What follows belongs to an exercise in optimizing a design on an open flow for small area; a production flow would make more cautious choices.
Only simulation tests tie the RTL to the original design; equivalence was not proved.

## rx_frontend
module rx_frontend(
  input clk,
  input rst,
  input [5:0] rate,
  input [31:0] frequency,
  input signed [11:0] in_data,
  output reg out_strobe,
  output signed [15:0] out_I,
  output signed [15:0] out_Q
  );
clock: 6.0 ns
lec_check: 0
cap_margin: 20
core_margin: 2
core_utilization: 65
cts_buf_list: sky130_fd_sc_hd__clkbuf_16
cts_cluster_diameter: 100
cts_cluster_size: 28
gpl_routability_driven: 0
place_density: 0.8
slew_margin: 20
run.sh (not shown) runs the stock make flow with config.mk's settings and CLKGATE_MAP_FILE= SYNTH_SCRIPT=/design/flow/synth_recipe.tcl, a recipe that flattens the netlist after the stock synthesis.
Rerun with:
CTS_BUF_LIST = sky130_fd_sc_hd__clkbuf_8   (was sky130_fd_sc_hd__clkbuf_16)
CTS_CLUSTER_DIAMETER = 80   (was 100)
CTS_CLUSTER_SIZE = 16   (was 28)
GPL_ROUTABILITY_DRIVEN = not set   (was 0)
PLACE_DENSITY = not set   (was 0.8)
=> Synthesized cell count stays the same; global-route usage came out lower by 0.43 points; die area does not change; clock-buffer cell count rises by 64; clock skew barely changes; flip-flop and latch count stays the same.
Rerun with:
PLACE_DENSITY = 0.8   (was not set)
Result: Design area hardly moves; maximum frequency goes down slightly; clock-buffer cell count goes down by 1; die area stays the same; area after synthesis is unchanged; final cell count goes down slightly; wire length goes up slightly; global-route usage goes up by 0.11 points.

* * *

Starting RTL as in the previous note.
Settings: LEC_CHECK=0, CAP_MARGIN=5, CORE_MARGIN=2, CORE_UTILIZATION=65, CTS_BUF_LIST=sky130_fd_sc_hd__clkbuf_16, CTS_CLUSTER_DIAMETER=100, CTS_CLUSTER_SIZE=28, PLACE_DENSITY=0.8, SLEW_MARGIN=5; clock period 6.0 ns.
The starting point finished clean.
Edit:
--- a/flow/config.mk
+++ b/flow/config.mk
@@ -7,3 +7,3 @@
 export LEC_CHECK = 0
-export CAP_MARGIN = 5
+export CAP_MARGIN = 20
 export CORE_MARGIN = 2
@@ -14,2 +14,2 @@
 export PLACE_DENSITY = 0.8
-export SLEW_MARGIN = 5
+export SLEW_MARGIN = 20
Setup slack stays the same.
Design area stays the same.
Utilization stays the same.
Final cell count stays the same.
Synthesized area does not change.

* * *

Setup of before:
Another version of the RTL of rx_frontend (not shown whole).
For scale: about 9100 cells after synthesis, about 1800 flip-flops, roughly 85 I/O pins.
==> flow/config.mk <==
export PLATFORM = sky130hd
export DESIGN_NAME = rx_frontend
export DESIGN_NICKNAME = rx_frontend
export VERILOG_FILES = /design/flow/design.v
export SDC_FILE = /design/flow/constraint.sdc
export NUM_CORES = 4
export LEC_CHECK = 0
export CAP_MARGIN = 20
export CORE_MARGIN = 2
export CORE_UTILIZATION = 65
export CTS_BUF_LIST = sky130_fd_sc_hd__clkbuf_8
export CTS_CLUSTER_DIAMETER = 80
export CTS_CLUSTER_SIZE = 16
export GPL_TIMING_DRIVEN = 0
export SLEW_MARGIN = 20
==> flow/constraint.sdc <==
create_clock -name core_clock -period 6.0 [get_ports {clk}]
set_input_delay 1.2000 -clock core_clock [delete_from_list [all_inputs] [get_ports {clk}]]
set_output_delay 1.2000 -clock core_clock [all_outputs]
set_load 0.01 [all_outputs]
The inputs of after differ from those of before as listed below.
Settings: GPL_TIMING_DRIVEN no longer set, was 0.
Notes after the runs:
Post-route worst hold slack: after better than before. Taking before as the reference point, the quantity of I/O buffers inserted on ports of after rises by about 3.7%. The setup slack of after is larger than that of before. before → after: number of sequential cells in the layout roughly the same; first-pass GRT wire length now sits at about the same level; share of final-layout standard cells stronger than drive strength 1 now smaller.

* * *

rx_frontend, a different RTL version from the one above (not shown whole).
Size in the first run: roughly 8000 cells after synthesis, ~85 I/O pins, about 89000 um2 of cells after synthesis.
Settings: LEC_CHECK=0, CAP_MARGIN=20, CORE_MARGIN=2, CORE_UTILIZATION=65, CTS_BUF_LIST=sky130_fd_sc_hd__clkbuf_8, CTS_CLUSTER_DIAMETER=80, CTS_CLUSTER_SIZE=16, SLEW_MARGIN=20; clock period 6.0 ns.
standard.sh (not shown) runs the stock make flow with config.mk's settings and CLKGATE_MAP_FILE= SYNTH_SCRIPT=/design/flow/synth_recipe.tcl, a recipe that flattens the netlist after the stock synthesis.
==> flow/flow/run.sh <==
#!/bin/bash
# The standard layout (the standard.sh, unchanged synthesis, floorplan,
# power grid and placement) with two changes: clock tree synthesis without
# dummy loads, and power recovery (downsizing gates off the critical paths)
# after global routing. Each run's full output goes to its own log here.
set -euo pipefail
bash standard.sh RECOVER_POWER=100 \
  "CTS_ARGS=-sink_clustering_enable -repair_clock_nets -sink_clustering_size 16 -sink_clustering_max_diameter 80 -buf_list sky130_fd_sc_hd__clkbuf_8 -dont_use_dummy_load" \
  finish > standard_flow.log 2>&1
The first run finished with max-capacitance violations, max-slew violations left.
Edit:
==> flow/run.sh (new file) <==
#!/bin/bash
# synth_recipe.tcl (not shown) runs the flow's synth.tcl, then flattens the netlist and writes it again
# the make line also repeats each setting of config.mk as NAME=value (left out here)
make -C /OpenROAD-flow-scripts/flow DESIGN_CONFIG=/design/flow/config.mk WORK_HOME=/design/flow/orfs CLKGATE_MAP_FILE= SYNTH_SCRIPT=/design/flow/synth_recipe.tcl finish
- CORE_UTILIZATION: 65 -> 75
removed: flow/flow/run.sh
removed: flow/standard.sh
With this change the flow produced a clean layout.
Die area decreases by 13%.
Wire length increases by 6.8%.
Final area increases by 0.32%.
Count of clock-buffer cells in the layout decreases by 1.
Worst setup slack gets worse by 0.10 ns.
Hold slack gets better by 0.0082 ns.
Clock skew decreases by 0.072 ns.
Synthesized cell count is unchanged.
Non-clock buffer count decreases by 4.
Area after synthesis does not change.

## separate check: timing with driven ports
Ports are ideal in the flow. The routed layouts listed here were re-timed in OpenROAD.
Step 1 (the two cells are an assumption about what drives the block):
set clk [get_ports {clk}]
set_driving_cell -lib_cell sky130_fd_sc_hd__clkbuf_16 $clk
set_driving_cell -lib_cell sky130_fd_sc_hd__buf_2 [delete_from_list [all_inputs] $clk]
Step 2, shift: input delay + t, output delay - t, t = (earliest + latest rising clock arrival at the registers) / 2. This alone moves slack from input paths to output paths.
a / b / c = ideal ports / drivers / drivers and shift; a / b = the first two.
run	shift t [ns]	slack for setup (ns)	hold slack, ns	slew at the worst register clock pin (ns)	worst slew at a driven data input, ns
the first run of note 1	0.807	0.212 / 0.212 / 0.212	0.308 / 0.308 / 0.308	0.11 / 0.11	0.07
the second run of note 1	0.945	0.224 / 0.224 / 0.224	0.308 / 0.308 / 0.308	0.11 / 0.11	0.05
the third run of note 1	0.962	0.183 / 0.183 / 0.183	0.308 / 0.308 / 0.308	0.11 / 0.11	0.07
the first run of note 2	0.802	0.283 / 0.283 / 0.283	0.316 / 0.316 / 0.316	0.11 / 0.11	0.07
the second run of note 2	0.802	0.283 / 0.283 / 0.283	0.316 / 0.316 / 0.316	0.11 / 0.11	0.07
before	0.941	0.227 / 0.227 / 0.227	0.285 / 0.285 / 0.285	0.11 / 0.11	0.05
after	0.957	0.297 / 0.297 / 0.297	0.320 / 0.320 / 0.320	0.11 / 0.11	0.05
the first run of note 4	0.931	0.237 / 0.237 / 0.237	0.294 / 0.294 / 0.294	0.11 / 0.11	0.17
the second run of note 4	0.965	0.136 / 0.136 / 0.136	0.303 / 0.303 / 0.303	0.11 / 0.11	0.11
